What follows belongs to an exercise in optimizing a design on an open flow for small area and a short achievable clock period; a production flow would make more cautious choices.
RTL that was checked went through simulation tests only; none was proved equivalent to the original.
Only the layout flow was run in run 2; the RTL was not checked for function there.
Power is estimated from default activity; no workload was simulated.

==> flow/config.mk <==
export PLATFORM = sky130hd
export DESIGN_NAME = fpu
export DESIGN_NICKNAME = fpu
export VERILOG_FILES = /design/flow/design.v
export SDC_FILE = /design/flow/constraint.sdc
export NUM_CORES = 4
export LEC_CHECK = 0
export CAP_MARGIN = 5
export CORE_MARGIN = 2
export CORE_UTILIZATION = 40
export CTS_BUF_LIST = sky130_fd_sc_hd__clkbuf_4 sky130_fd_sc_hd__clkbuf_8
export SETUP_SLACK_MARGIN = 5
export SLEW_MARGIN = 5
export SYNTH_HIERARCHICAL = 1
export SYNTH_MINIMUM_KEEP_SIZE = 0
==> flow/constraint.sdc <==
create_clock -name core_clock -period 8.5 [get_ports {clk}]
set_input_delay 1.7000 -clock core_clock [delete_from_list [all_inputs] [get_ports {clk}]]
set_output_delay 1.7000 -clock core_clock [all_outputs]
set_load 0.01 [all_outputs]
==> flow/design.v <==
module fp_mul_tree (
    input  wire [14:0] fa,
    input  wire [14:0] fb,
    output wire [31:0] r0,
    output wire [31:0] r1
);
    wire [17:0] y = {2'b01, fb, 1'b0};    
    wire [7:0] neg, one, two;
    wire [6:0] nneg;
    wire [16:0] pp0, pp1, pp2, pp3, pp4, pp5, pp6, pp7;
    genvar k;
    generate for (k = 0; k < 8; k = k + 1) begin : g_enc
        assign neg[k] = y[2 * k + 2];
        assign one[k] = y[2 * k + 1] ^ y[2 * k];
        assign two[k] = (y[2 * k + 2] & ~y[2 * k + 1] & ~y[2 * k]) | (~y[2 * k + 2] & y[2 * k + 1] & y[2 * k]);
    end endgenerate
    generate for (k = 0; k < 7; k = k + 1) begin : g_nneg
        assign nneg[k] = ~neg[k];
    end endgenerate
    fp_booth_row u_row0 (.fa(fa), .one(one[0]), .two(two[0]), .neg(neg[0]), .pp(pp0));
    fp_booth_row u_row1 (.fa(fa), .one(one[1]), .two(two[1]), .neg(neg[1]), .pp(pp1));
    fp_booth_row u_row2 (.fa(fa), .one(one[2]), .two(two[2]), .neg(neg[2]), .pp(pp2));
    fp_booth_row u_row3 (.fa(fa), .one(one[3]), .two(two[3]), .neg(neg[3]), .pp(pp3));
    fp_booth_row u_row4 (.fa(fa), .one(one[4]), .two(two[4]), .neg(neg[4]), .pp(pp4));
    fp_booth_row u_row5 (.fa(fa), .one(one[5]), .two(two[5]), .neg(neg[5]), .pp(pp5));
    fp_booth_row u_row6 (.fa(fa), .one(one[6]), .two(two[6]), .neg(neg[6]), .pp(pp6));
    fp_booth_rown u_row7 (.fa(fa), .one(one[7]), .two(two[7]), .pp(pp7));    
    wire s1;
    wire c1;
    wire s2;
    wire c2;
    wire s3;
    wire c3;
    wire s4;
    wire c4;
    wire s5;
    wire c5;
    wire s6;
    wire c6;
    wire s7;
    wire c7;
    wire s8;
    wire c8;
    wire s9;
    wire c9;
    wire s10;
    wire c10;
    wire s11;
    wire c11;
    wire s12;
    wire c12;
    wire s13;
    wire c13;
    wire s14;
    wire c14;
    wire s15;
    wire c15;
    wire s16;
    wire c16;
    wire s17;
    wire c17;
    wire s18;
    wire c18;
    wire s19;
    wire c19;
    wire s20;
    wire c20;
    wire s21;
    wire c21;
    wire s22;
    wire c22;
    wire s23;
    wire c23;
    wire s24;
    wire c24;
    wire s25;
    wire c25;
    wire s26;
    wire c26;
    wire s27;
    wire c27;
    wire s28;
    wire c28;
    wire s29;
    wire c29;
    wire s30;
    wire c30;
    wire s31;
    wire c31;
    wire s32;
    wire c32;
    wire s33;
    wire c33;
    wire s34;
    wire c34;
    wire s35;
    wire c35;
    wire s36;
    wire c36;
    wire s37;
    wire c37;
    wire s38;
    wire c38;
    wire s39;
    wire c39;
    wire s40;
    wire c40;
    wire s41;
    wire c41;
    wire s42;
    wire c42;
    wire s43;
    wire c43;
    wire s44;
    wire c44;
    wire s45;
    wire c45;
    wire s46;
    wire c46;
    wire s47;
    wire c47;
    wire s48;
    wire c48;
    wire s49;
    wire c49;
    wire s50;
    wire c50;
    wire s51;
    wire c51;
    wire s52;
    wire c52;
    wire s53;
    wire c53;
    wire s54;
    wire c54;
    wire s55;
    wire c55;
    wire s56;
    wire c56;
    wire s57;
    wire c57;
    wire s58;
    wire c58;
    wire s59;
    wire c59;
    wire s60;
    wire c60;
    wire s61;
    wire c61;
    wire s62;
    wire c62;
    wire s63;
    wire c63;
    wire s64;
    wire c64;
    wire s65;
    wire c65;
    wire s66;
    wire c66;
    wire s67;
    wire c67;
    wire s68;
    wire c68;
    wire s69;
    wire c69;
    wire s70;
    wire c70;
    wire s71;
    wire c71;
    wire s72;
    wire c72;
    wire s73;
    wire c73;
    wire s74;
    wire c74;
    wire s75;
    wire c75;
    wire s76;
    wire c76;
    wire s77;
    wire c77;
    wire s78;
    wire c78;
    wire s79;
    wire c79;
    wire s80;
    wire c80;
    wire s81;
    wire c81;
    wire s82;
    wire c82;
    wire s83;
    wire c83;
    wire s84;
    wire c84;
    wire s85;
    wire c85;
    wire s86;
    wire c86;
    wire s87;
    wire c87;
    wire s88;
    wire c88;
    wire s89;
    wire c89;
    wire s90;
    wire c90;
    wire s91;
    wire c91;
    wire s92;
    wire c92;
    wire s93;
    wire c93;
    wire s94;
    wire c94;
    wire s95;
    wire c95;
    wire s96;
    wire c96;
    wire s97;
    wire c97;
    wire s98;
    wire c98;
    wire s99;
    wire c99;
    wire s100;
    wire c100;
    wire s101;
    wire c101;
    wire s102;
    wire c102;
    wire s103;
    wire c103;
    wire s104;
    wire c104;
    wire s105;
    wire c105;
    wire s106;
    wire c106;
    wire s107;
    wire c107;
    wire s108;
    wire c108;
    wire s109;
    wire c109;
    wire s110;
    wire c110;
    wire s111;
    wire c111;
    wire s112;
    wire c112;
    wire s113;
    wire c113;
    wire s114;
    wire c114;
    wire s115;
    wire c115;
    wire s116;
    wire c116;
    wire s117;
    wire c117;
    wire s118;
    wire c118;
    wire s119;
    wire c119;
    wire s120;
    wire c120;
    wire s121;
    wire c121;
    wire s122;
    wire c122;
    wire s123;
    wire c123;
    wire s124;
    wire c124;
    wire s125;
    wire c125;
    wire s126;
    wire c126;
    wire s127;
    wire c127;
    wire s128;
    wire c128;
    wire s129;
    wire c129;
    wire s130;
    wire c130;
    wire s131;
    wire c131;
    wire s132;
    wire c132;
    fp_ha u_s1 (.a(pp0[10]), .b(pp1[8]), .s(s1), .co(c1));
    fp_ha u_s2 (.a(pp0[11]), .b(pp1[9]), .s(s2), .co(c2));
    fp_fa u_s3 (.a(pp0[12]), .b(pp1[10]), .c(pp2[8]), .s(s3), .co(c3));
    fp_ha u_s4 (.a(pp3[6]), .b(pp4[4]), .s(s4), .co(c4));
    fp_fa u_s5 (.a(pp0[13]), .b(pp1[11]), .c(pp2[9]), .s(s5), .co(c5));
    fp_ha u_s6 (.a(pp3[7]), .b(pp4[5]), .s(s6), .co(c6));
    fp_fa u_s7 (.a(pp0[14]), .b(pp1[12]), .c(pp2[10]), .s(s7), .co(c7));
    fp_fa u_s8 (.a(pp3[8]), .b(pp4[6]), .c(pp5[4]), .s(s8), .co(c8));
    fp_ha u_s9 (.a(pp6[2]), .b(pp7[0]), .s(s9), .co(c9));
    fp_fa u_s10 (.a(pp0[15]), .b(pp1[13]), .c(pp2[11]), .s(s10), .co(c10));
    fp_fa u_s11 (.a(pp3[9]), .b(pp4[7]), .c(pp5[5]), .s(s11), .co(c11));
    fp_ha u_s12 (.a(pp6[3]), .b(pp7[1]), .s(s12), .co(c12));
    fp_fa u_s13 (.a(pp0[16]), .b(pp1[14]), .c(pp2[12]), .s(s13), .co(c13));
    fp_fa u_s14 (.a(pp3[10]), .b(pp4[8]), .c(pp5[6]), .s(s14), .co(c14));
    fp_fa u_s15 (.a(pp6[4]), .b(pp7[2]), .c(fa[0]), .s(s15), .co(c15));
    fp_fa u_s16 (.a(pp1[15]), .b(pp2[13]), .c(pp3[11]), .s(s16), .co(c16));
    fp_fa u_s17 (.a(pp4[9]), .b(pp5[7]), .c(pp6[5]), .s(s17), .co(c17));
    fp_fa u_s18 (.a(pp7[3]), .b(neg[0]), .c(fa[1]), .s(s18), .co(c18));
    fp_fa u_s19 (.a(pp1[16]), .b(pp2[14]), .c(pp3[12]), .s(s19), .co(c19));
    fp_fa u_s20 (.a(pp4[10]), .b(pp5[8]), .c(pp6[6]), .s(s20), .co(c20));
    fp_fa u_s21 (.a(pp7[4]), .b(neg[0]), .c(fa[2]), .s(s21), .co(c21));
    fp_fa u_s22 (.a(nneg[1]), .b(pp2[15]), .c(pp3[13]), .s(s22), .co(c22));
    fp_fa u_s23 (.a(pp4[11]), .b(pp5[9]), .c(pp6[7]), .s(s23), .co(c23));
    fp_fa u_s24 (.a(pp7[5]), .b(nneg[0]), .c(fa[3]), .s(s24), .co(c24));
    fp_fa u_s25 (.a(pp2[16]), .b(pp3[14]), .c(pp4[12]), .s(s25), .co(c25));
    fp_fa u_s26 (.a(pp5[10]), .b(pp6[8]), .c(pp7[6]), .s(s26), .co(c26));
    fp_ha u_s27 (.a(fa[4]), .b(1'b1), .s(s27), .co(c27));
    fp_fa u_s28 (.a(nneg[2]), .b(pp3[15]), .c(pp4[13]), .s(s28), .co(c28));
    fp_fa u_s29 (.a(pp5[11]), .b(pp6[9]), .c(pp7[7]), .s(s29), .co(c29));
    fp_fa u_s30 (.a(pp3[16]), .b(pp4[14]), .c(pp5[12]), .s(s30), .co(c30));
    fp_ha u_s31 (.a(pp6[10]), .b(pp7[8]), .s(s31), .co(c31));
    fp_fa u_s32 (.a(nneg[3]), .b(pp4[15]), .c(pp5[13]), .s(s32), .co(c32));
    fp_ha u_s33 (.a(pp4[16]), .b(pp5[14]), .s(s33), .co(c33));
    fp_ha u_s34 (.a(pp0[6]), .b(pp1[4]), .s(s34), .co(c34));
    fp_ha u_s35 (.a(pp0[7]), .b(pp1[5]), .s(s35), .co(c35));
    fp_fa u_s36 (.a(pp0[8]), .b(pp1[6]), .c(pp2[4]), .s(s36), .co(c36));
    fp_ha u_s37 (.a(pp3[2]), .b(pp4[0]), .s(s37), .co(c37));
    fp_fa u_s38 (.a(pp0[9]), .b(pp1[7]), .c(pp2[5]), .s(s38), .co(c38));
    fp_ha u_s39 (.a(pp3[3]), .b(pp4[1]), .s(s39), .co(c39));
    fp_fa u_s40 (.a(pp2[6]), .b(pp3[4]), .c(pp4[2]), .s(s40), .co(c40));
    fp_fa u_s41 (.a(pp5[0]), .b(neg[5]), .c(s1), .s(s41), .co(c41));
    fp_fa u_s42 (.a(pp2[7]), .b(pp3[5]), .c(pp4[3]), .s(s42), .co(c42));
    fp_fa u_s43 (.a(pp5[1]), .b(c1), .c(s2), .s(s43), .co(c43));
    fp_fa u_s44 (.a(pp5[2]), .b(pp6[0]), .c(neg[6]), .s(s44), .co(c44));
    fp_fa u_s45 (.a(c2), .b(s3), .c(s4), .s(s45), .co(c45));
    fp_fa u_s46 (.a(pp5[3]), .b(pp6[1]), .c(c3), .s(s46), .co(c46));
    fp_fa u_s47 (.a(c4), .b(s5), .c(s6), .s(s47), .co(c47));
    fp_fa1 u_s48 (.a(c5), .b(c6), .s(s48), .co(c48));
    fp_fa u_s49 (.a(s7), .b(s8), .c(s9), .s(s49), .co(c49));
    fp_fa u_s50 (.a(c7), .b(c8), .c(c9), .s(s50), .co(c50));
    fp_fa u_s51 (.a(s10), .b(s11), .c(s12), .s(s51), .co(c51));
    fp_fa u_s52 (.a(c10), .b(c11), .c(c12), .s(s52), .co(c52));
    fp_fa u_s53 (.a(s13), .b(s14), .c(s15), .s(s53), .co(c53));
    fp_fa u_s54 (.a(c13), .b(c14), .c(c15), .s(s54), .co(c54));
    fp_fa u_s55 (.a(s16), .b(s17), .c(s18), .s(s55), .co(c55));
    fp_fa u_s56 (.a(c16), .b(c17), .c(c18), .s(s56), .co(c56));
    fp_fa u_s57 (.a(s19), .b(s20), .c(s21), .s(s57), .co(c57));
    fp_fa u_s58 (.a(c19), .b(c20), .c(c21), .s(s58), .co(c58));
    fp_fa u_s59 (.a(s22), .b(s23), .c(s24), .s(s59), .co(c59));
    fp_fa u_s60 (.a(c22), .b(c23), .c(c24), .s(s60), .co(c60));
    fp_fa u_s61 (.a(s25), .b(s26), .c(s27), .s(s61), .co(c61));
    fp_fa u_s62 (.a(fa[5]), .b(c25), .c(c26), .s(s62), .co(c62));
    fp_fa u_s63 (.a(c27), .b(s28), .c(s29), .s(s63), .co(c63));
    fp_fa u_s64 (.a(fa[6]), .b(1'b1), .c(c28), .s(s64), .co(c64));
    fp_fa u_s65 (.a(c29), .b(s30), .c(s31), .s(s65), .co(c65));
    fp_fa u_s66 (.a(pp6[11]), .b(pp7[9]), .c(fa[7]), .s(s66), .co(c66));
    fp_fa u_s67 (.a(c30), .b(c31), .c(s32), .s(s67), .co(c67));
    fp_fa u_s68 (.a(pp6[12]), .b(pp7[10]), .c(fa[8]), .s(s68), .co(c68));
    fp_fa1 u_s69 (.a(c32), .b(s33), .s(s69), .co(c69));
    fp_fa u_s70 (.a(nneg[4]), .b(pp5[15]), .c(pp6[13]), .s(s70), .co(c70));
    fp_fa u_s71 (.a(pp7[11]), .b(fa[9]), .c(c33), .s(s71), .co(c71));
    fp_fa u_s72 (.a(pp5[16]), .b(pp6[14]), .c(pp7[12]), .s(s72), .co(c72));
    fp_ha u_s73 (.a(fa[10]), .b(1'b1), .s(s73), .co(c73));
    fp_fa u_s74 (.a(nneg[5]), .b(pp6[15]), .c(pp7[13]), .s(s74), .co(c74));
    fp_ha u_s75 (.a(pp6[16]), .b(pp7[14]), .s(s75), .co(c75));
    fp_ha u_s76 (.a(pp0[4]), .b(pp1[2]), .s(s76), .co(c76));
    fp_ha u_s77 (.a(pp0[5]), .b(pp1[3]), .s(s77), .co(c77));
    fp_fa u_s78 (.a(pp2[2]), .b(pp3[0]), .c(neg[3]), .s(s78), .co(c78));
    fp_fa u_s79 (.a(pp2[3]), .b(pp3[1]), .c(c34), .s(s79), .co(c79));
    fp_fa u_s80 (.a(neg[4]), .b(c35), .c(s36), .s(s80), .co(c80));
    fp_fa u_s81 (.a(c36), .b(c37), .c(s38), .s(s81), .co(c81));
    fp_fa u_s82 (.a(c38), .b(c39), .c(s40), .s(s82), .co(c82));
    fp_fa u_s83 (.a(c40), .b(s42), .c(c41), .s(s83), .co(c83));
    fp_fa u_s84 (.a(c42), .b(s44), .c(c43), .s(s84), .co(c84));
    fp_fa u_s85 (.a(c44), .b(c45), .c(s46), .s(s85), .co(c85));
    fp_fa u_s86 (.a(c46), .b(c47), .c(s48), .s(s86), .co(c86));
    fp_fa u_s87 (.a(c48), .b(c49), .c(s50), .s(s87), .co(c87));
    fp_fa u_s88 (.a(c50), .b(c51), .c(s52), .s(s88), .co(c88));
    fp_fa u_s89 (.a(c52), .b(c53), .c(s54), .s(s89), .co(c89));
    fp_fa u_s90 (.a(c54), .b(c55), .c(s56), .s(s90), .co(c90));
    fp_fa u_s91 (.a(c56), .b(c57), .c(s58), .s(s91), .co(c91));
    fp_fa u_s92 (.a(c58), .b(c59), .c(s60), .s(s92), .co(c92));
    fp_fa u_s93 (.a(c60), .b(c61), .c(s62), .s(s93), .co(c93));
    fp_fa u_s94 (.a(c62), .b(c63), .c(s64), .s(s94), .co(c94));
    fp_fa u_s95 (.a(s66), .b(c64), .c(c65), .s(s95), .co(c95));
    fp_fa u_s96 (.a(c66), .b(s68), .c(c67), .s(s96), .co(c96));
    fp_fa u_s97 (.a(c68), .b(s70), .c(c69), .s(s97), .co(c97));
    fp_fa u_s98 (.a(c70), .b(s72), .c(s73), .s(s98), .co(c98));
    fp_fa u_s99 (.a(fa[11]), .b(c72), .c(c73), .s(s99), .co(c99));
    fp_fa u_s100 (.a(fa[12]), .b(1'b1), .c(c74), .s(s100), .co(c100));
    fp_fa u_s101 (.a(nneg[6]), .b(pp7[15]), .c(fa[13]), .s(s101), .co(c101));
    fp_ha u_s102 (.a(pp7[16]), .b(fa[14]), .s(s102), .co(c102));
    fp_ha u_s103 (.a(pp0[2]), .b(pp1[0]), .s(s103), .co(c103));
    fp_ha u_s104 (.a(pp0[3]), .b(pp1[1]), .s(s104), .co(c104));
    fp_fa u_s105 (.a(pp2[0]), .b(neg[2]), .c(s76), .s(s105), .co(c105));
    fp_fa u_s106 (.a(pp2[1]), .b(c76), .c(s77), .s(s106), .co(c106));
    fp_fa u_s107 (.a(s34), .b(c77), .c(s78), .s(s107), .co(c107));
    fp_fa u_s108 (.a(s35), .b(c78), .c(s79), .s(s108), .co(c108));
    fp_fa u_s109 (.a(s37), .b(c79), .c(s80), .s(s109), .co(c109));
    fp_fa u_s110 (.a(s39), .b(c80), .c(s81), .s(s110), .co(c110));
    fp_fa u_s111 (.a(s41), .b(c81), .c(s82), .s(s111), .co(c111));
    fp_fa u_s112 (.a(s43), .b(c82), .c(s83), .s(s112), .co(c112));
    fp_fa u_s113 (.a(s45), .b(c83), .c(s84), .s(s113), .co(c113));
    fp_fa u_s114 (.a(s47), .b(c84), .c(s85), .s(s114), .co(c114));
    fp_fa u_s115 (.a(s49), .b(c85), .c(s86), .s(s115), .co(c115));
    fp_fa u_s116 (.a(s51), .b(c86), .c(s87), .s(s116), .co(c116));
    fp_fa u_s117 (.a(s53), .b(c87), .c(s88), .s(s117), .co(c117));
    fp_fa u_s118 (.a(s55), .b(c88), .c(s89), .s(s118), .co(c118));
    fp_fa u_s119 (.a(s57), .b(c89), .c(s90), .s(s119), .co(c119));
    fp_fa u_s120 (.a(s59), .b(c90), .c(s91), .s(s120), .co(c120));
    fp_fa u_s121 (.a(s61), .b(c91), .c(s92), .s(s121), .co(c121));
    fp_fa u_s122 (.a(s63), .b(c92), .c(s93), .s(s122), .co(c122));
    fp_fa u_s123 (.a(s65), .b(c93), .c(s94), .s(s123), .co(c123));
    fp_fa u_s124 (.a(s67), .b(c94), .c(s95), .s(s124), .co(c124));
    fp_fa u_s125 (.a(s69), .b(c95), .c(s96), .s(s125), .co(c125));
    fp_fa u_s126 (.a(s71), .b(c96), .c(s97), .s(s126), .co(c126));
    fp_fa u_s127 (.a(c71), .b(s98), .c(c97), .s(s127), .co(c127));
    fp_fa u_s128 (.a(s74), .b(c98), .c(s99), .s(s128), .co(c128));
    fp_fa u_s129 (.a(s75), .b(c99), .c(s100), .s(s129), .co(c129));
    fp_fa u_s130 (.a(c75), .b(s101), .c(c100), .s(s130), .co(c130));
    fp_fa1 u_s131 (.a(c101), .b(s102), .s(s131), .co(c131));
    assign s132 = ~c102;
    assign c132 = c102;
    assign r0[0] = pp0[0];
    assign r1[0] = neg[0];
    assign r0[1] = pp0[1];
    assign r1[1] = 1'b0;
    assign r0[2] = neg[1];
    assign r1[2] = s103;
    assign r0[3] = c103;
    assign r1[3] = s104;
    assign r0[4] = c104;
    assign r1[4] = s105;
    assign r0[5] = c105;
    assign r1[5] = s106;
    assign r0[6] = c106;
    assign r1[6] = s107;
    assign r0[7] = c107;
    assign r1[7] = s108;
    assign r0[8] = c108;
    assign r1[8] = s109;
    assign r0[9] = c109;
    assign r1[9] = s110;
    assign r0[10] = c110;
    assign r1[10] = s111;
    assign r0[11] = c111;
    assign r1[11] = s112;
    assign r0[12] = c112;
    assign r1[12] = s113;
    assign r0[13] = c113;
    assign r1[13] = s114;
    assign r0[14] = c114;
    assign r1[14] = s115;
    assign r0[15] = c115;
    assign r1[15] = s116;
    assign r0[16] = c116;
    assign r1[16] = s117;
    assign r0[17] = c117;
    assign r1[17] = s118;
    assign r0[18] = c118;
    assign r1[18] = s119;
    assign r0[19] = c119;
    assign r1[19] = s120;
    assign r0[20] = c120;
    assign r1[20] = s121;
    assign r0[21] = c121;
    assign r1[21] = s122;
    assign r0[22] = c122;
    assign r1[22] = s123;
    assign r0[23] = c123;
    assign r1[23] = s124;
    assign r0[24] = c124;
    assign r1[24] = s125;
    assign r0[25] = c125;
    assign r1[25] = s126;
    assign r0[26] = c126;
    assign r1[26] = s127;
    assign r0[27] = c127;
    assign r1[27] = s128;
    assign r0[28] = c128;
    assign r1[28] = s129;
    assign r0[29] = c129;
    assign r1[29] = s130;
    assign r0[30] = c130;
    assign r1[30] = s131;
    assign r0[31] = c131;
    assign r1[31] = s132;
endmodule
module fp_booth_row (input wire [14:0] fa, input wire one, input wire two, input wire neg, output wire [16:0] pp);
    genvar j;
    assign pp[0] = (one & fa[0]) ^ neg;
    generate for (j = 1; j < 15; j = j + 1) begin : g_pp
        fp_bpp u_pp (.x1(fa[j]), .x0(fa[j - 1]), .one(one), .two(two), .neg(neg), .pp(pp[j]));
    end endgenerate
    assign pp[15] = (one | (two & fa[14])) ^ neg;
    assign pp[16] = two ^ neg;
endmodule
module fp_booth_rown (input wire [14:0] fa, input wire one, input wire two, output wire [16:0] pp);
    genvar j;
    assign pp[0] = ~(one & fa[0]);
    generate for (j = 1; j < 15; j = j + 1) begin : g_pp
        fp_bppn u_pp (.x1(fa[j]), .x0(fa[j - 1]), .one(one), .two(two), .pp(pp[j]));
    end endgenerate
    assign pp[15] = ~(one | (two & fa[14]));
    assign pp[16] = ~two;
endmodule
module fp_bppn (input wire x1, input wire x0, input wire one, input wire two, output wire pp);
    assign pp = ~((one & x1) | (two & x0));
endmodule
module fp_bpp (input wire x1, input wire x0, input wire one, input wire two, input wire neg, output wire pp);
    assign pp = ((one & x1) | (two & x0)) ^ neg;
endmodule
module fp_fa (input wire a, input wire b, input wire c, output wire s, output wire co);
    assign s  = a ^ b ^ c;
    assign co = (a & b) | (a & c) | (b & c);
endmodule
module fp_fa1 (input wire a, input wire b, output wire s, output wire co);
    assign s  = ~(a ^ b);
    assign co = a | b;
endmodule
module fp_ha (input wire a, input wire b, output wire s, output wire co);
    assign s  = a ^ b;
    assign co = a & b;
endmodule
module fp_add16 (
    input  wire [15:0] x,
    input  wire [15:0] y,
    input  wire ci,
    output wire [15:0] s,
    output wire co
);
    wire [16:0] g0, p0;
    assign g0[0] = ci;
    assign p0[0] = 1'b0;
    assign g0[16:1] = x & y;
    assign p0[16:1] = x ^ y;
    wire g1;
    wire g2;
    wire p3;
    wire g4;
    wire p5;
    wire g6;
    wire p7;
    wire g8;
    wire p9;
    wire g10;
    wire p11;
    wire g12;
    wire p13;
    wire g14;
    wire p15;
    wire n16;
    wire g17;
    wire g18;
    wire n19;
    wire n20;
    wire g21;
    wire p22;
    wire g23;
    wire p24;
    wire n25;
    wire n26;
    wire g27;
    wire p28;
    wire g29;
    wire p30;
    wire n31;
    wire n32;
    wire g33;
    wire p34;
    wire g35;
    wire p36;
    wire g37;
    wire n38;
    wire g39;
    wire g40;
    wire g41;
    wire g42;
    wire p43;
    wire n44;
    wire n45;
    wire g46;
    wire p47;
    wire g48;
    wire p49;
    wire g50;
    wire p51;
    wire n52;
    wire g53;
    wire g54;
    wire g55;
    wire g56;
    wire g57;
    wire g58;
    wire g59;
    wire g60;
    wire g61;
    fp_aoi u1 (.a(g0[1]), .b(p0[1]), .c(g0[0]), .y(g1));
    fp_aoi u2 (.a(g0[3]), .b(p0[3]), .c(g0[2]), .y(g2));
    fp_nand u3 (.a(p0[3]), .b(p0[2]), .y(p3));
    fp_aoi u4 (.a(g0[5]), .b(p0[5]), .c(g0[4]), .y(g4));
    fp_nand u5 (.a(p0[5]), .b(p0[4]), .y(p5));
    fp_aoi u6 (.a(g0[7]), .b(p0[7]), .c(g0[6]), .y(g6));
    fp_nand u7 (.a(p0[7]), .b(p0[6]), .y(p7));
    fp_aoi u8 (.a(g0[9]), .b(p0[9]), .c(g0[8]), .y(g8));
    fp_nand u9 (.a(p0[9]), .b(p0[8]), .y(p9));
    fp_aoi u10 (.a(g0[11]), .b(p0[11]), .c(g0[10]), .y(g10));
    fp_nand u11 (.a(p0[11]), .b(p0[10]), .y(p11));
    fp_aoi u12 (.a(g0[13]), .b(p0[13]), .c(g0[12]), .y(g12));
    fp_nand u13 (.a(p0[13]), .b(p0[12]), .y(p13));
    fp_aoi u14 (.a(g0[15]), .b(p0[15]), .c(g0[14]), .y(g14));
    fp_nand u15 (.a(p0[15]), .b(p0[14]), .y(p15));
    assign n16 = ~g1;
    fp_aoi u17 (.a(g0[2]), .b(p0[2]), .c(n16), .y(g17));
    fp_oai u18 (.a(g2), .b(p3), .c(g1), .y(g18));
    assign n19 = ~g4;
    assign n20 = ~p5;
    fp_aoi u21 (.a(g0[6]), .b(p0[6]), .c(n19), .y(g21));
    fp_nand u22 (.a(p0[6]), .b(n20), .y(p22));
    fp_oai u23 (.a(g6), .b(p7), .c(g4), .y(g23));
    fp_nor u24 (.a(p7), .b(p5), .y(p24));
    assign n25 = ~g8;
    assign n26 = ~p9;
    fp_aoi u27 (.a(g0[10]), .b(p0[10]), .c(n25), .y(g27));
    fp_nand u28 (.a(p0[10]), .b(n26), .y(p28));
    fp_oai u29 (.a(g10), .b(p11), .c(g8), .y(g29));
    fp_nor u30 (.a(p11), .b(p9), .y(p30));
    assign n31 = ~g12;
    assign n32 = ~p13;
    fp_aoi u33 (.a(g0[14]), .b(p0[14]), .c(n31), .y(g33));
    fp_nand u34 (.a(p0[14]), .b(n32), .y(p34));
    fp_oai u35 (.a(g14), .b(p15), .c(g12), .y(g35));
    fp_nor u36 (.a(p15), .b(p13), .y(p36));
    fp_aoi u37 (.a(g0[4]), .b(p0[4]), .c(g18), .y(g37));
    assign n38 = ~g18;
    fp_oai u39 (.a(g4), .b(p5), .c(n38), .y(g39));
    fp_oai u40 (.a(g21), .b(p22), .c(n38), .y(g40));
    fp_aoi u41 (.a(g23), .b(p24), .c(g18), .y(g41));
    fp_aoi u42 (.a(g0[12]), .b(p0[12]), .c(g29), .y(g42));
    fp_nand u43 (.a(p0[12]), .b(p30), .y(p43));
    assign n44 = ~g29;
    assign n45 = ~p30;
    fp_oai u46 (.a(g12), .b(p13), .c(n44), .y(g46));
    fp_nor u47 (.a(p13), .b(n45), .y(p47));
    fp_oai u48 (.a(g33), .b(p34), .c(n44), .y(g48));
    fp_nor u49 (.a(p34), .b(n45), .y(p49));
    fp_aoi u50 (.a(g35), .b(p36), .c(g29), .y(g50));
    fp_nand u51 (.a(p36), .b(p30), .y(p51));
    assign n52 = ~g41;
    fp_aoi u53 (.a(g0[8]), .b(p0[8]), .c(n52), .y(g53));
    fp_oai u54 (.a(g8), .b(p9), .c(g41), .y(g54));
    fp_oai u55 (.a(g27), .b(p28), .c(g41), .y(g55));
    fp_aoi u56 (.a(g29), .b(p30), .c(n52), .y(g56));
    fp_oai u57 (.a(g42), .b(p43), .c(g41), .y(g57));
    fp_aoi u58 (.a(g46), .b(p47), .c(n52), .y(g58));
    fp_aoi u59 (.a(g48), .b(p49), .c(n52), .y(g59));
    fp_oai u60 (.a(g50), .b(p51), .c(g41), .y(g60));
    fp_aoi u61 (.a(g0[16]), .b(p0[16]), .c(g60), .y(g61));
    assign s[0] = p0[1] ^ g0[0];
    assign s[1] = p0[2] ^ ~g1;
    assign s[2] = p0[3] ^ ~g17;
    assign s[3] = p0[4] ^ g18;
    assign s[4] = p0[5] ^ ~g37;
    assign s[5] = p0[6] ^ g39;
    assign s[6] = p0[7] ^ g40;
    assign s[7] = p0[8] ^ ~g41;
    assign s[8] = p0[9] ^ ~g53;
    assign s[9] = p0[10] ^ g54;
    assign s[10] = p0[11] ^ g55;
    assign s[11] = p0[12] ^ ~g56;
    assign s[12] = p0[13] ^ g57;
    assign s[13] = p0[14] ^ ~g58;
    assign s[14] = p0[15] ^ ~g59;
    assign s[15] = p0[16] ^ g60;
    assign co = ~g61;
endmodule
module fp_add22 (
    input  wire [21:0] x,
    input  wire [21:0] y,
    input  wire ci,
    output wire [21:0] s,
    output wire co
);
    wire [22:0] g0, p0;
    assign g0[0] = ci;
    assign p0[0] = 1'b0;
    assign g0[22:1] = x & y;
    assign p0[22:1] = x ^ y;
    wire g1;
    wire g2;
    wire p3;
    wire g4;
    wire p5;
    wire g6;
    wire p7;
    wire g8;
    wire p9;
    wire g10;
    wire p11;
    wire g12;
    wire p13;
    wire g14;
    wire p15;
    wire g16;
    wire p17;
    wire g18;
    wire p19;
    wire g20;
    wire p21;
    wire n22;
    wire g23;
    wire g24;
    wire n25;
    wire n26;
    wire g27;
    wire p28;
    wire g29;
    wire p30;
    wire n31;
    wire n32;
    wire g33;
    wire p34;
    wire g35;
    wire p36;
    wire n37;
    wire n38;
    wire g39;
    wire p40;
    wire g41;
    wire p42;
    wire n43;
    wire n44;
    wire g45;
    wire p46;
    wire g47;
    wire p48;
    wire n49;
    wire n50;
    wire g51;
    wire p52;
    wire g53;
    wire n54;
    wire g55;
    wire g56;
    wire g57;
    wire g58;
    wire p59;
    wire n60;
    wire n61;
    wire g62;
    wire p63;
    wire g64;
    wire p65;
    wire g66;
    wire p67;
    wire g68;
    wire p69;
    wire n70;
    wire n71;
    wire g72;
    wire p73;
    wire g74;
    wire p75;
    wire n76;
    wire g77;
    wire g78;
    wire g79;
    wire g80;
    wire g81;
    wire g82;
    wire g83;
    wire g84;
    wire g85;
    wire n86;
    wire g87;
    wire g88;
    wire g89;
    wire g90;
    wire g91;
    wire g92;
    fp_aoi u1 (.a(g0[1]), .b(p0[1]), .c(g0[0]), .y(g1));
    fp_aoi u2 (.a(g0[3]), .b(p0[3]), .c(g0[2]), .y(g2));
    fp_nand u3 (.a(p0[3]), .b(p0[2]), .y(p3));
    fp_aoi u4 (.a(g0[5]), .b(p0[5]), .c(g0[4]), .y(g4));
    fp_nand u5 (.a(p0[5]), .b(p0[4]), .y(p5));
    fp_aoi u6 (.a(g0[7]), .b(p0[7]), .c(g0[6]), .y(g6));
    fp_nand u7 (.a(p0[7]), .b(p0[6]), .y(p7));
    fp_aoi u8 (.a(g0[9]), .b(p0[9]), .c(g0[8]), .y(g8));
    fp_nand u9 (.a(p0[9]), .b(p0[8]), .y(p9));
    fp_aoi u10 (.a(g0[11]), .b(p0[11]), .c(g0[10]), .y(g10));
    fp_nand u11 (.a(p0[11]), .b(p0[10]), .y(p11));
    fp_aoi u12 (.a(g0[13]), .b(p0[13]), .c(g0[12]), .y(g12));
    fp_nand u13 (.a(p0[13]), .b(p0[12]), .y(p13));
    fp_aoi u14 (.a(g0[15]), .b(p0[15]), .c(g0[14]), .y(g14));
    fp_nand u15 (.a(p0[15]), .b(p0[14]), .y(p15));
    fp_aoi u16 (.a(g0[17]), .b(p0[17]), .c(g0[16]), .y(g16));
    fp_nand u17 (.a(p0[17]), .b(p0[16]), .y(p17));
    fp_aoi u18 (.a(g0[19]), .b(p0[19]), .c(g0[18]), .y(g18));
    fp_nand u19 (.a(p0[19]), .b(p0[18]), .y(p19));
    fp_aoi u20 (.a(g0[21]), .b(p0[21]), .c(g0[20]), .y(g20));
    fp_nand u21 (.a(p0[21]), .b(p0[20]), .y(p21));
    assign n22 = ~g1;
    fp_aoi u23 (.a(g0[2]), .b(p0[2]), .c(n22), .y(g23));
    fp_oai u24 (.a(g2), .b(p3), .c(g1), .y(g24));
    assign n25 = ~g4;
    assign n26 = ~p5;
    fp_aoi u27 (.a(g0[6]), .b(p0[6]), .c(n25), .y(g27));
    fp_nand u28 (.a(p0[6]), .b(n26), .y(p28));
    fp_oai u29 (.a(g6), .b(p7), .c(g4), .y(g29));
    fp_nor u30 (.a(p7), .b(p5), .y(p30));
    assign n31 = ~g8;
    assign n32 = ~p9;
    fp_aoi u33 (.a(g0[10]), .b(p0[10]), .c(n31), .y(g33));
    fp_nand u34 (.a(p0[10]), .b(n32), .y(p34));
    fp_oai u35 (.a(g10), .b(p11), .c(g8), .y(g35));
    fp_nor u36 (.a(p11), .b(p9), .y(p36));
    assign n37 = ~g12;
    assign n38 = ~p13;
    fp_aoi u39 (.a(g0[14]), .b(p0[14]), .c(n37), .y(g39));
    fp_nand u40 (.a(p0[14]), .b(n38), .y(p40));
    fp_oai u41 (.a(g14), .b(p15), .c(g12), .y(g41));
    fp_nor u42 (.a(p15), .b(p13), .y(p42));
    assign n43 = ~g16;
    assign n44 = ~p17;
    fp_aoi u45 (.a(g0[18]), .b(p0[18]), .c(n43), .y(g45));
    fp_nand u46 (.a(p0[18]), .b(n44), .y(p46));
    fp_oai u47 (.a(g18), .b(p19), .c(g16), .y(g47));
    fp_nor u48 (.a(p19), .b(p17), .y(p48));
    assign n49 = ~g20;
    assign n50 = ~p21;
    fp_aoi u51 (.a(g0[22]), .b(p0[22]), .c(n49), .y(g51));
    fp_nand u52 (.a(p0[22]), .b(n50), .y(p52));
    fp_aoi u53 (.a(g0[4]), .b(p0[4]), .c(g24), .y(g53));
    assign n54 = ~g24;
    fp_oai u55 (.a(g4), .b(p5), .c(n54), .y(g55));
    fp_oai u56 (.a(g27), .b(p28), .c(n54), .y(g56));
    fp_aoi u57 (.a(g29), .b(p30), .c(g24), .y(g57));
    fp_aoi u58 (.a(g0[12]), .b(p0[12]), .c(g35), .y(g58));
    fp_nand u59 (.a(p0[12]), .b(p36), .y(p59));
    assign n60 = ~g35;
    assign n61 = ~p36;
    fp_oai u62 (.a(g12), .b(p13), .c(n60), .y(g62));
    fp_nor u63 (.a(p13), .b(n61), .y(p63));
    fp_oai u64 (.a(g39), .b(p40), .c(n60), .y(g64));
    fp_nor u65 (.a(p40), .b(n61), .y(p65));
    fp_aoi u66 (.a(g41), .b(p42), .c(g35), .y(g66));
    fp_nand u67 (.a(p42), .b(p36), .y(p67));
    fp_aoi u68 (.a(g0[20]), .b(p0[20]), .c(g47), .y(g68));
    fp_nand u69 (.a(p0[20]), .b(p48), .y(p69));
    assign n70 = ~g47;
    assign n71 = ~p48;
    fp_oai u72 (.a(g20), .b(p21), .c(n70), .y(g72));
    fp_nor u73 (.a(p21), .b(n71), .y(p73));
    fp_oai u74 (.a(g51), .b(p52), .c(n70), .y(g74));
    fp_nor u75 (.a(p52), .b(n71), .y(p75));
    assign n76 = ~g57;
    fp_aoi u77 (.a(g0[8]), .b(p0[8]), .c(n76), .y(g77));
    fp_oai u78 (.a(g8), .b(p9), .c(g57), .y(g78));
    fp_oai u79 (.a(g33), .b(p34), .c(g57), .y(g79));
    fp_aoi u80 (.a(g35), .b(p36), .c(n76), .y(g80));
    fp_oai u81 (.a(g58), .b(p59), .c(g57), .y(g81));
    fp_aoi u82 (.a(g62), .b(p63), .c(n76), .y(g82));
    fp_aoi u83 (.a(g64), .b(p65), .c(n76), .y(g83));
    fp_oai u84 (.a(g66), .b(p67), .c(g57), .y(g84));
    fp_aoi u85 (.a(g0[16]), .b(p0[16]), .c(g84), .y(g85));
    assign n86 = ~g84;
    fp_oai u87 (.a(g16), .b(p17), .c(n86), .y(g87));
    fp_oai u88 (.a(g45), .b(p46), .c(n86), .y(g88));
    fp_aoi u89 (.a(g47), .b(p48), .c(g84), .y(g89));
    fp_oai u90 (.a(g68), .b(p69), .c(n86), .y(g90));
    fp_aoi u91 (.a(g72), .b(p73), .c(g84), .y(g91));
    fp_aoi u92 (.a(g74), .b(p75), .c(g84), .y(g92));
    assign s[0] = p0[1] ^ g0[0];
    assign s[1] = p0[2] ^ ~g1;
    assign s[2] = p0[3] ^ ~g23;
    assign s[3] = p0[4] ^ g24;
    assign s[4] = p0[5] ^ ~g53;
    assign s[5] = p0[6] ^ g55;
    assign s[6] = p0[7] ^ g56;
    assign s[7] = p0[8] ^ ~g57;
    assign s[8] = p0[9] ^ ~g77;
    assign s[9] = p0[10] ^ g78;
    assign s[10] = p0[11] ^ g79;
    assign s[11] = p0[12] ^ ~g80;
    assign s[12] = p0[13] ^ g81;
    assign s[13] = p0[14] ^ ~g82;
    assign s[14] = p0[15] ^ ~g83;
    assign s[15] = p0[16] ^ g84;
    assign s[16] = p0[17] ^ ~g85;
    assign s[17] = p0[18] ^ g87;
    assign s[18] = p0[19] ^ g88;
    assign s[19] = p0[20] ^ ~g89;
    assign s[20] = p0[21] ^ g90;
    assign s[21] = p0[22] ^ ~g91;
    assign co = ~g92;
endmodule
module fp_cy10 (
    input  wire [9:0] x,
    input  wire [9:0] y,
    output wire co
);
    wire [10:0] g0, p0;
    assign g0[0] = 1'b0;
    assign p0[0] = 1'b0;
    assign g0[10:1] = x & y;
    assign p0[10:1] = x ^ y;
    wire g1;
    wire p2;
    wire g3;
    wire p4;
    wire g5;
    wire p6;
    wire g7;
    wire p8;
    wire g9;
    wire n10;
    wire g11;
    wire n12;
    wire n13;
    wire g14;
    wire p15;
    wire g16;
    wire p17;
    wire n18;
    wire n19;
    wire g20;
    wire p21;
    wire g22;
    wire n23;
    wire g24;
    wire g25;
    wire g26;
    wire n27;
    wire g28;
    wire g29;
    wire g30;
    fp_aoi u1 (.a(g0[3]), .b(p0[3]), .c(g0[2]), .y(g1));
    fp_nand u2 (.a(p0[3]), .b(p0[2]), .y(p2));
    fp_aoi u3 (.a(g0[5]), .b(p0[5]), .c(g0[4]), .y(g3));
    fp_nand u4 (.a(p0[5]), .b(p0[4]), .y(p4));
    fp_aoi u5 (.a(g0[7]), .b(p0[7]), .c(g0[6]), .y(g5));
    fp_nand u6 (.a(p0[7]), .b(p0[6]), .y(p6));
    fp_aoi u7 (.a(g0[9]), .b(p0[9]), .c(g0[8]), .y(g7));
    fp_nand u8 (.a(p0[9]), .b(p0[8]), .y(p8));
    fp_aoi u9 (.a(g0[2]), .b(p0[2]), .c(g0[1]), .y(g9));
    assign n10 = ~g0[1];
    fp_oai u11 (.a(g1), .b(p2), .c(n10), .y(g11));
    assign n12 = ~g3;
    assign n13 = ~p4;
    fp_aoi u14 (.a(g0[6]), .b(p0[6]), .c(n12), .y(g14));
    fp_nand u15 (.a(p0[6]), .b(n13), .y(p15));
    fp_oai u16 (.a(g5), .b(p6), .c(g3), .y(g16));
    fp_nor u17 (.a(p6), .b(p4), .y(p17));
    assign n18 = ~g7;
    assign n19 = ~p8;
    fp_aoi u20 (.a(g0[10]), .b(p0[10]), .c(n18), .y(g20));
    fp_nand u21 (.a(p0[10]), .b(n19), .y(p21));
    fp_aoi u22 (.a(g0[4]), .b(p0[4]), .c(g11), .y(g22));
    assign n23 = ~g11;
    fp_oai u24 (.a(g3), .b(p4), .c(n23), .y(g24));
    fp_oai u25 (.a(g14), .b(p15), .c(n23), .y(g25));
    fp_aoi u26 (.a(g16), .b(p17), .c(g11), .y(g26));
    assign n27 = ~g26;
    fp_aoi u28 (.a(g0[8]), .b(p0[8]), .c(n27), .y(g28));
    fp_oai u29 (.a(g7), .b(p8), .c(g26), .y(g29));
    fp_oai u30 (.a(g20), .b(p21), .c(g26), .y(g30));
    assign co = g30;
endmodule
module fp_aoi (input wire a, input wire b, input wire c, output wire y);
    assign y = ~(a | (b & c));
endmodule
module fp_oai (input wire a, input wire b, input wire c, output wire y);
    assign y = ~(a & (b | c));
endmodule
module fp_nand (input wire a, input wire b, output wire y);
    assign y = ~(a & b);
endmodule
module fp_nor (input wire a, input wire b, output wire y);
    assign y = ~(a | b);
endmodule
module fpu #(
    parameter WIDTH = 24
)(
    input   logic clk,
    input   wire logic [WIDTH - 1:0] a,
    input   wire logic [WIDTH - 1:0] b,
    input   wire logic [3:0]         opcode,
    output  logic [WIDTH - 1:0] result
);
    wire       abig  = a[22:0] > b[22:0];
    wire       egt   = a[22:15] > b[22:15];
    wire [3:0] dab   = a[18:15] - b[18:15];
    logic [23:0] a1, b1;
    logic [3:0]  op1;
    logic        abig1, abig1m;    
    logic        eff1;              
    logic [3:0]  sh1;      
    logic        ha1, hb1;  
    always_ff @(posedge clk) begin
        a1    <= a;
        b1    <= b;
        op1   <= opcode;
        abig1 <= abig;
        abig1m <= abig;
        eff1  <= a[23] ^ b[23] ^ opcode[2];
        sh1   <= egt ? dab : 4'd0 - dab;    
        ha1   <= a[22:15] != 8'd0;
        hb1   <= b[22:15] != 8'd0;
    end
    wire is_as   = (op1 == 4'b0000) || (op1 == 4'b0100);
    wire is_max  = (op1 == 4'b0001);
    wire is_min  = (op1 == 4'b0010);
    wire is_fl   = (op1 == 4'b1000);
    wire is_ce   = (op1 == 4'b1001);
    wire is_mul  = (op1 == 4'b0011);
    wire is_abs  = (op1 == 4'b0101);
    wire is_neg  = (op1 == 4'b0110);
    wire        sa = a1[23];
    wire [7:0]  ea = a1[22:15];
    wire [14:0] fa = a1[14:0];
    wire        sb = b1[23];
    wire [7:0]  eb = b1[22:15];
    wire [14:0] fb = b1[14:0];
    wire [15:0] ma     = {ha1, fa};
    wire [15:0] mb     = {hb1, fb};
    wire        sbx    = sb ^ op1[2];
    wire        effsub = eff1;
    wire [15:0] max_   = ma ^ {16{effsub}};
    wire [15:0] mbx    = mb ^ {16{effsub}};
    wire [15:0] maxm   = abig1 ? ma : mb;
    wire [15:0] minx   = abig1 ? mbx : max_;
    wire [7:0]  maxe   = abig1m ? ea : eb;
    wire [31:0] shx    = {{16{effsub}}, minx} >> sh1;
    wire        ssign  = abig1m ? sa : sbx;
    wire [16:0] sum;
    fp_add16 u_add (.x(maxm), .y(shx[15:0]), .ci(effsub), .s(sum[15:0]), .co(sum[16]));
    wire        a_gt = (sa == sb) ? (abig1m ^ sa) : sb;
    wire [23:0] mm   = (a_gt ^ is_min) ? a1 : b1;
    wire [22:0] th;
    genvar k;
    generate for (k = 0; k < 23; k = k + 1) begin : g_th
        assign th[k] = ea >= 8'(128 + k);
    end endgenerate
    wire [14:0] fmask;     
    wire [14:0] cm;        
    wire [14:0] hm;        
    generate for (k = 0; k < 15; k = k + 1) begin : g_masks
        assign fmask[k] = th[14 - k];
        assign cm[k]    = th[8 + k];
        assign hm[k]    = th[22 - k];
    end endgenerate
    wire [14:0] rf   = fa & fmask;
    wire        fhf  = |(fa & ~fmask);
    wire        frz  = ~|rf;
    wire        lt1  = ~th[0] & (ea != 8'd127);
    wire        fup  = sa & fhf;
    wire [7:0]  fl_ei = ea[7] ? {ea[7:4], ea[3:0] + 4'd1} : 8'd128;
    wire [23:0] fl_r = {sa, lt1 ? 8'd0 : (fup & frz) ? fl_ei : ea,
                        rf[14:1], rf[0] | (fup & ~frz)};
    wire        chf  = ~th[22] & |(fa & cm);
    wire [14:0] cx   = fa | ~hm;
    wire [15:0] cpa;                       
    assign cpa[0] = 1'b1;
    generate for (k = 0; k < 15; k = k + 1) begin : g_cpa
        assign cpa[k + 1] = cpa[k] & cx[k];
    end endgenerate
    wire [23:0] ce_r = ~chf ? a1 :
                       sa   ? {1'b1, ea, fa & ~cm} :
                              {1'b0, ea[7:5], ea[4:0] + {4'd0, cpa[15]}, fa ^ (hm & cpa[14:0])};
    wire [23:0] pass_r =
        (is_max | is_min) ? mm :
        is_fl  ? fl_r :
        is_ce  ? ce_r :
        is_abs ? {1'b0, a1[22:0]} :
        is_neg ? {~sa, a1[22:0]} :
        (sa ? 24'hbf8000 : 24'h3f8000);
    wire [31:0] r0, r1;
    fp_mul_tree u_tree (.fa(fa), .fb(fb), .r0(r0), .r1(r1));
    wire        lo_co;     
    fp_cy10 u_lo (.x(r0[9:0]), .y(r1[9:0]), .co(lo_co));
    wire [8:0]  sum9  = {1'b0, ea} + {1'b0, eb};
    wire [8:0]  e9    = sum9 - 9'd127;
    wire        mzero = ~ha1 || ~hb1 || (sum9 < 9'd128);
    wire        movf  = sum9 >= 9'd382;
    wire        meq   = sum9 == 9'd381;
    wire        msign = sa ^ sb;
    wire        is_pass = ~is_mul & ~is_as;
    wire [56:0] d2_mul  = {meq, movf, mzero, msign, e9[7:0], lo_co, r1[31:10], r0[31:10]};
    wire [56:0] d2_as   = {31'd0, ssign, maxe, sum};
    wire [56:0] d2_pass = {33'd0, pass_r & {24{is_pass}}};
    wire [56:0] d2_in;
    generate for (k = 0; k < 24; k = k + 1) begin : g_d2
        fp_sel u_sel (.sa(is_as), .a(d2_as[k]), .sb(is_mul), .b(d2_mul[k]), .c(d2_pass[k]), .y(d2_in[k]));
    end endgenerate
    assign d2_in[25:24] = is_mul ? d2_mul[25:24] : d2_as[25:24];
    assign d2_in[56:26] = d2_mul[56:26];
    logic        k_mul, k_as, k_sub;
    logic [56:0] d2;
    always_ff @(posedge clk) begin
        k_mul <= is_mul;
        k_as  <= is_as;
        k_sub <= effsub;
        d2    <= d2_in;
    end
    wire [16:0] m  = d2[16:0];
    wire [7:0]  me = d2[24:17];
    wire        ms = d2[25];
    logic [3:0] lz;
    always_comb begin
        lz = 4'd15;
        for (int i = 0; i < 16; i++)
            if (m[i]) lz = 4'(15 - i);
    end
    wire [15:0] nsh   = m[15:0] << lz;
    wire [23:0] add_r = m[16] ? {ms, me + 8'd1, m[15:1]} : {ms, me, m[14:0]};
    wire [23:0] sub_r = (m[15:0] == 16'd0) ? {ms, 23'd0} : {ms, me - {4'd0, lz}, nsh[14:0]};
    wire [21:0] ps;                        
    wire        ps_co;
    fp_add22 u_cpa (.x(d2[21:0]), .y(d2[43:22]), .ci(d2[44]),
                    .s(ps), .co(ps_co));
    wire [16:0] p     = ps[21:5];          
    wire [7:0]  pe0   = d2[52:45];
    wire [7:0]  pe1   = d2[52:45] + 8'd1;
    wire [7:0]  pe    = p[16] ? pe1 : pe0;
    wire [14:0] pm    = p[16] ? p[15:1] : p[14:0];
    wire        povf  = d2[55] | (d2[56] & p[16]);
    wire [23:0] mul_r = d2[54] ? 24'd0 : povf ? 24'h7f8000 : {d2[53], pe, pm};
    wire [23:0] as_r = k_sub ? sub_r : add_r;
    wire [23:0] pass3 = d2[23:0] & {24{~k_mul & ~k_as}};
    wire [23:0] res_in;
    generate for (k = 0; k < 24; k = k + 1) begin : g_res
        fp_sel u_sel (.sa(k_as), .a(as_r[k]), .sb(k_mul), .b(mul_r[k]), .c(pass3[k]), .y(res_in[k]));
    end endgenerate
    always_ff @(posedge clk) begin
        result <= res_in;
    end
endmodule
module fp_sel (input wire sa, input wire a, input wire sb, input wire b, input wire c, output wire y);
    assign y = (sa & a) | (sb & b) | c;
endmodule
==> flow/flow/run.sh <==
#!/bin/bash
# The standard layout, except that the input and output ports are
# buffered with sky130_fd_sc_hd__buf_2 cells (buffer_ports -buffer_cell)
# instead of the default delay-cell buffers. ORFS's own logs are kept
# under orfs/logs; make's output goes to standard.log.
set -euo pipefail
export BUFFER_PORTS_ARGS="-buffer_cell sky130_fd_sc_hd__buf_2"
bash standard.sh > standard.log 2>&1
==> flow/standard.sh <==
#!/bin/bash
# synth_recipe.tcl (not shown) runs the flow's synth.tcl, then flattens the netlist and writes it again
# the make line also repeats each setting of config.mk as NAME=value (left out here)
make -C /OpenROAD-flow-scripts/flow DESIGN_CONFIG=/design/flow/config.mk WORK_HOME=/design/flow/orfs CLKGATE_MAP_FILE= SYNTH_SCRIPT=/design/flow/synth_recipe.tcl "${@:-finish}"
==> results of run 1 <==
[per-stage QoR]
step,power (W),cell area (µm²)
2_1_floorplan,0.00411,18400
3_3_place_gp,0.00466,18900
3_5_place_dp,0.00472,18900
4_1_cts,0.00544,20500
5_1_grt,0.00606,21200
6_report,0.00565,21200
[worst min path at each step]
| stage | startpoint | endpoint | slack [ns] |
|---|---|---|---|
| floorplan | eff1 | k_sub | 0.38 |
| CTS | b1[23] | d2[53] | 0.55 |
| detailed placement | b1[23] | d2[53] | 0.52 |
| global placement | b1[23] | d2[53] | 0.52 |
| global route | b1[23] | d2[53] | 0.56 |
| finish | b1[23] | d2[53] | 0.55 |
[layout by cell type (no fill, tap or decap), types with 31 or more instances in the layout]
master / n
sky130_fd_sc_hd__mux2_2: 31
sky130_fd_sc_hd__a21oi_1: 91
sky130_fd_sc_hd__fa_1: 77
sky130_fd_sc_hd__xnor2_1: 146
sky130_fd_sc_hd__ha_1: 113
sky130_fd_sc_hd__o21ai_1: 34
sky130_fd_sc_hd__fa_2: 34
sky130_fd_sc_hd__a221o_1: 51
sky130_fd_sc_hd__o21ai_0: 56
sky130_fd_sc_hd__a21oi_2: 63
sky130_fd_sc_hd__xor2_1: 48
sky130_fd_sc_hd__buf_4: 95
sky130_fd_sc_hd__nand2_1: 134
sky130_fd_sc_hd__inv_1: 105
sky130_fd_sc_hd__buf_2: 77
sky130_fd_sc_hd__dfxtp_1: 94
sky130_fd_sc_hd__a22oi_2: 112
sky130_fd_sc_hd__nor2_1: 119
sky130_fd_sc_hd__mux2i_1: 71
[state kept, by name, indices dropped and copies added (netlist names)]
name    cells
a1         24
abig1m      1
b1         24
d2         57
eff1        1
ha1         1
hb1         1
k_as        1
k_mul       1
k_sub       1
op1         4
result     24
sh1         4
[power by group through the flow]
stage | registers (W) | clock network, W | logic, W
after global placement | 0.00113 | 0 | 0.00352
after CTS | 0.00109 | 0.000580 | 0.00376
final | 0.00110 | 0.000565 | 0.00399
after detailed placement | 0.00113 | 0 | 0.00358
after global routing | 0.00112 | 0.000604 | 0.00434
after floorplan | 0.000998 | 0 | 0.00311
[metal layers]
metal / vias to the layer above / share of wire / GRT usage
li1: 7356 / - / -
met1: 8077 / 0.42 / 0.355
met2: 762 / 0.46 / 0.430
met3: 161 / 0.082 / 0.0672
met4: 4 / 0.037 / 0.121
met5: - / 0.00043 / 0
[timing repair]
item,in CTS,in global routing
cloned,2,1
endpoints found under the setup margin,63,47
buffers inserted,81,36
pin swaps,17,32
resized for setup,63,74
[critical path, stage by stage (launching register included)]
cell and delay, ns:
sky130_fd_sc_hd__dfxtp_4 0.41, sky130_fd_sc_hd__buf_8 0.15, sky130_fd_sc_hd__mux4_2 0.52, sky130_fd_sc_hd__mux2i_1 0.19, sky130_fd_sc_hd__xor2_1 0.16, sky130_fd_sc_hd__nor2_1 0.06, sky130_fd_sc_hd__a211oi_1 0.26, sky130_fd_sc_hd__a21oi_1 0.10
sky130_fd_sc_hd__ha_1 0.40, sky130_fd_sc_hd__nand2_1 0.13, sky130_fd_sc_hd__o21ai_4 0.09, sky130_fd_sc_hd__a21oi_4 0.28, sky130_fd_sc_hd__inv_4 0.09, sky130_fd_sc_hd__a21oi_2 0.16, sky130_fd_sc_hd__xnor2_1 0.07, sky130_fd_sc_hd__a221o_1 0.31
[area by class of cell]
class | instances | area [µm²]
clock inverter | 13 | 145
clock buffer | 18 | 248
inverter | 111 | 425
tap | 592 | 741
fill | 4213 | 23200
sequential | 144 | 3020
multi-input combinational | 1592 | 14500
antenna | 4 | 10.0
timing repair buffer | 220 | 2030
==> impl_results.md, run 1 <==
* Capture point of the worst reg-to-reg path: d2[11]
* Die width at 216 µm
* Share of the core filled with cells at 0.477
* Post-Layout Cell Count at between 2,000 and 3,000
* Die boundary height at 216 µm
* Via total after detailed routing at 16,400
* RSZ-0062 raised after global routing: true
* Worst Skew at 0.0173 ns
* Max-capacitance violation count at 0
* Crit start category: register
* Pre-CTS setup slack at 4.08 ns
* Hold WS at between 0.5 and 0.6 ns
* DP HPWL at between 40,000 and 50,000 µm
* Netlist Area Pre-Place at 18,000 µm²
* Part of the power in combinational logic at 0.706
* Origin of the critical flop-to-flop path: sh1[0]
* Number of hold-slack violations in the final timing report at 0
* Wire length of the first global-routing pass at 97,700 µm
* Data required time of the critical path at around 9 ns
* Final period utilization at 0.414
* Transition at the pin with the smallest max-transition slack at between 1 and 1.5 ns
* Routed wire length at 64,900 µm
* Outcome: finished clean
* End point of the critical path: d2[11]
* Switching Fraction at 0.495
* Max IR drop VDD at 0.000132 V
* Worst path arrival time at between 3 and 4 ns
* Mean area per synthesized cell at about 9.0 µm²
* Yosys Warn Count at 7
* Internal portion of total power at roughly 0.0029 W
* Root buffer selected by CTS: sky130_fd_sc_hd__clkbuf_8
* Number of input and output port buffers inserted at between 70 and 80
* Routed via count divided by cell count at 6.07
* Site Rows at 77
* Remaining antenna violation count at 0
* Reg-to-reg setup timing slack at 4.98 ns
* Total global-route track usage at 0.273
* Leakage dissipation at approximately 8.3 nW
* Placed cells at 2,539
* Area growth from synthesis to final layout at 17.5%
* Number of top-level design ports at between 70 and 80
* Iteration count of the initial detailed-routing pass at 6
* Depth of the worst register-to-register path at 15
* Critical path startpoint: sh1[0]
* Clock tree from TritonCTS: built
* Total net switching power at 0.00280 W
* Hold Crit Depth at 1
* Maximum buffer depth of the clock tree at 2
* Setup crit end kind: register
* Share of final-layout standard cells stronger than drive strength 1 at 0.313
* CP max FO at 7
* Setup-failing EPs final at 0
* Startpoint-to-endpoint class of the critical path: register to register
* Effective utilization at floorplan at 0.406
* Path category of the worst min-delay check: register to register
* Clk Latency, worst-skew pair at 0.52 ns
* Max Slew Vio Count at 0
* Post-Synthesis Cells at between 1,500 and 2,000
* Number of global-route vias before repair at 16,300
* Largest net degree at the start of global routing at 33
* Routed WL per cell at 24.1 µm
* # DRC at 0
* Die Footprint at 46,700 µm²
* Core region area at 44,300 µm²
* Clock power frac at 0.100
* Antenna violations before repair at 5
* CTS Buf Count at 17
* Fmax at 284 MHz
* Initial DRC count at 1,456
* Relative contribution of sequential cells to total power at 0.194
* CTS hold repair buffers at 0
* Number of clock sinks seen by CTS at 144
* Cell Pwr Density at about 270 nW/µm²
* Worst setup margin at 4.98 ns
* Sum of overflow across all layers after global routing at 0
* Final net count at between 2,000 and 2,500
* CTS H-tree depth at 4
* GP Congestion at ~0.95
* Max_slew headroom at 0.279
* Clock-pin transition on the worst setup and hold timing paths at 0.09 ns
* Clock period minus worst slack at 3.52 ns
* Setup_tns at 0 ns
==> run 2, diff against run 1 <==
--- a/flow/design.v
+++ b/flow/design.v
@@ -993,2 +993,3 @@
     wire [3:0] dab   = a[18:15] - b[18:15];
+    wire [3:0] dba   = b[18:15] - a[18:15];
     logic [23:0] a1, b1;
@@ -1006,3 +1007,3 @@
         eff1  <= a[23] ^ b[23] ^ opcode[2];
-        sh1   <= egt ? dab : 4'd0 - dab;    
+        sh1   <= egt ? dab : dba;    
         ha1   <= a[22:15] != 8'd0;
--- a/flow/config.mk
+++ b/flow/config.mk
@@ -7,8 +7,7 @@
 export LEC_CHECK = 0
-export CAP_MARGIN = 5
+export CAP_MARGIN = 20
 export CORE_MARGIN = 2
 export CORE_UTILIZATION = 40
-export CTS_BUF_LIST = sky130_fd_sc_hd__clkbuf_4 sky130_fd_sc_hd__clkbuf_8
 export SETUP_SLACK_MARGIN = 5
-export SLEW_MARGIN = 5
+export SLEW_MARGIN = 20
 export SYNTH_HIERARCHICAL = 1
==> run 2 against run 1 <==
Effect of this change: worst hold slack better by 0.040 ns; via count increased by 1.9%; clock power rose by 37%; global-route usage fell by 0.59 points; fmax fell by 1.2%; synthesized cell count grew 1.7%; sequential power is essentially flat; critical path depth shrank 1; critical endpoint is now d2[9]; largest power group unchanged; highest routed layer is now met4.
==> impl_results.md, run 2 <==
* Internal portion of total power at 0.00290 W
* Final net count at 2,398
* Startpoint-to-endpoint class of the critical path: register to register
* Wire length of the first global-routing pass at 97,500 µm
* CTS hold repair buffers at 0
* Core region area at about 45,000 µm²
* Start point of the worst hold path: d2[25]
* Yosys Warn Count at 7
* Root buffer selected by CTS: sky130_fd_sc_hd__clkbuf_16
* Fmax at between 200 and 300 MHz
* Depth of the worst register-to-register path at 14
* Switching Fraction at 0.476
* Path category of the worst min-delay check: register to register
* Crit start category: register
* Total global-route track usage at 0.267
* Capture point of the worst reg-to-reg path: d2[9]
* Hold endpoint: result[23]
* RSZ-0062 raised after global routing: true
* Area growth from synthesis to final layout at 17.5%
* Iteration count of the initial detailed-routing pass at 5
* Worst path arrival time at 3.91 ns
* Max-capacitance violation count at 0
* Die Footprint at around 47,000 µm²
* Clock period minus worst slack at ~3.6 ns
* Routed wire length at ~64,000 µm
* Area of placed instances at between 15,000 and 20,000 µm²
* Via total after detailed routing at 16,700
* Mean area per synthesized cell at 8.97 µm²
* Antenna violations before repair at 1
* Worst Skew at 0.0149 ns
* CP max FO at 7
* Data required time of the critical path at 8.85 ns
* Relative contribution of sequential cells to total power at 0.197
* Total net switching power at 0.00263 W
* # DRC at 0
* Effective utilization at floorplan at 0.403
* Outcome: finished clean
* Sum of overflow across all layers after global routing at 0
* Largest net degree at the start of global routing at 34
* Die width at around 220 µm
* Clock tree from TritonCTS: built
* Commonest non-fill, non-tap cells in the layout: 149 x sky130_fd_sc_hd__xnor2_1, 135 x sky130_fd_sc_hd__nand2_1, 112 x sky130_fd_sc_hd__a22oi_2, 111 x sky130_fd_sc_hd__nor2_1
* Max Slew Vio Count at 0
* Number of input and output port buffers inserted at 76
* Area of all placed cells without fillers at about 21,000 µm²
* Register containing the most flip-flops in the final layout: d2
* Number of hold-slack violations in the final timing report at 0
* Max_slew headroom at 0.323
* Initial DRC count at 1,514
* CTS Buf Count at 17
* Site Rows at between 70 and 80
* Transition at the pin with the smallest max-transition slack at 1.01 ns
* Setup crit end kind: register
* Setup_tns at 0 ns
* Flip-flop count of the largest register after layout at 57
* Post-layout total power at 0.00553 W
* Commonest non-fill, non-tap cell in the layout: sky130_fd_sc_hd__xnor2_1
* Cell Pwr Density at 259 nW/µm²
* Post-Synthesis Cells at 2,029
* Max IR drop VDD at 0.000142 V
* Origin of the critical flop-to-flop path: sh1[0]
* Remaining antenna violation count at 0
* Maximum buffer depth of the clock tree at 2
* Reg-to-reg setup timing slack at 4.94 ns
* Number of top-level design ports at 77
* Routed WL per cell at 23.5 µm
* Clock-pin transition on the worst setup and hold timing paths at 0.07 ns
* Netlist Area Pre-Place at roughly 18,000 µm²
* Number of clock sinks seen by CTS at 144
* GP Congestion at 0.984
* Final period utilization at 0.419
* Routed via count divided by cell count at 6.11
* Clock power frac at 0.140
* Number of global-route vias before repair at 16,800
* Setup-failing EPs final at 0
* Hold Crit Depth at 1
* Leakage dissipation at between 8 and 9 nW
* Die boundary height at around 220 µm
* Part of the power in combinational logic at 0.663
* Number of fill cells at roughly 4,200
* CTS H-tree depth at 4
* Share of final-layout standard cells stronger than drive strength 1 at 0.308
* DP HPWL at 43,000 µm
* Clk Latency, worst-skew pair at 0.47 ns
-- run 2: power by group through the flow --
stage / registers [W] / logic, W / clock network, W
finish: 0.00109 / 0.00367 / 0.000772
global route: 0.00111 / 0.00401 / 0.000809
CTS: 0.00108 / 0.00349 / 0.000780
detailed placement: 0.00112 / 0.00331 / 0
global placement: 0.00112 / 0.00325 / 0
floorplan: 0.000984 / 0.00296 / 0
-- run 2: through the flow --
step,std cells,setup WS (ns),utilization,hold slack [ns]
floorplan,2032,4.86,-,0.384
global placement,2579,4.30,0.423,0.572
detailed placement,2579,4.22,0.423,0.564
CTS,2700,4.99,0.462,0.580
global route,2727,4.84,0.473,0.605
finish,2729,4.94,0.474,0.591
-- run 2: worst max-delay path, stage by stage, from the launching register on --
cell and delay, ns:
sky130_fd_sc_hd__dfxtp_4 0.40, sky130_fd_sc_hd__buf_8 0.15, sky130_fd_sc_hd__mux4_2 0.52, sky130_fd_sc_hd__mux2i_1 0.18, sky130_fd_sc_hd__xnor2_1 0.12, sky130_fd_sc_hd__mux2i_1 0.32
sky130_fd_sc_hd__a21oi_1 0.13, sky130_fd_sc_hd__ha_1 0.38, sky130_fd_sc_hd__a21oi_4 0.21, sky130_fd_sc_hd__o21ai_4 0.10, sky130_fd_sc_hd__a21oi_4 0.25, sky130_fd_sc_hd__buf_6 0.14
sky130_fd_sc_hd__o21ai_2 0.05, sky130_fd_sc_hd__xor2_1 0.14, sky130_fd_sc_hd__a221o_1 0.34
-- run 2: timing repair --
action                                  in CTS  in global routing
resized for setup                           71                 72
pin swaps                                   19                 31
endpoints found under the setup margin      61                 41
buffers inserted                            89                 27
-- run 2: worst max path at each step --
stage	start	to	slack [ns]	cells after the start
detailed placement	sh1[0]	d2[13]	4.22	14
global route	sh1[0]	d2[10]	4.84	14
floorplan	b1[11]	d2[11]	4.86	9
finish	sh1[0]	d2[9]	4.94	14
CTS	sh1[0]	d2[13]	4.99	15
global placement	sh1[0]	d2[14]	4.30	14
-- run 2: layout make-up --
type | count | area (µm²) | share of cell area
sequential | 144 | 3030 | 0.141
antenna | 2 | 5.00 | 0.000234
inverter | 117 | 448 | 0.0209
clock inverter | 14 | 145 | 0.00678
clock buffer | 18 | 439 | 0.0205
timing repair buffer | 212 | 1750 | 0.0818
multi-input combinational | 1622 | 14800 | 0.693
tap | 600 | 751 | 0.0351
-- run 2: routing by layer --
| layer | share of wire | vias to the layer above | wire length (µm) | global-route usage |
|---|---|---|---|---|
| met2 | 0.46 | 813 | 29400 | 0.432 |
| met5 | 0 | - | 0 | 0 |
| met1 | 0.43 | 8178 | 27400 | 0.351 |
| li1 | - | 7500 | - | - |
| met3 | 0.079 | 180 | 5030 | 0.0567 |
| met4 | 0.036 | 0 | 2290 | 0.0991 |

[separate check: timing with driven ports]
How much do the figures lean on ideal ports? The routed layouts below were timed once more, with nothing changed but the port constraints. Step 1 sets driving cells, clkbuf_16 on the clock port and buf_2 on the other inputs (assumed; they add their load-dependent delay and slew). Step 2 also shifts input and output timing later by t, the mid clock arrival at the registers, as if the neighbouring blocks saw the same clock. a / b / c = ideal / step 1 / step 2; a / b = the first two.
run	t, ns	setup WS [ns]	worst hold slack (ns)	worst setup path after step 2	worst data-port slew with drivers (ns)
run 1	0.560	4.982 / 4.982 / 4.845	0.551 / 0.551 / 0.551	input to register	0.04
run 2	0.510	4.938 / 4.938 / 4.690	0.591 / 0.591 / 0.591	input to register	0.04
After both steps setup and hold are still met in every run listed. The setup slack of run 2, which loses most, moves by 0.000 ns with the drivers and by -0.248 ns with both steps.
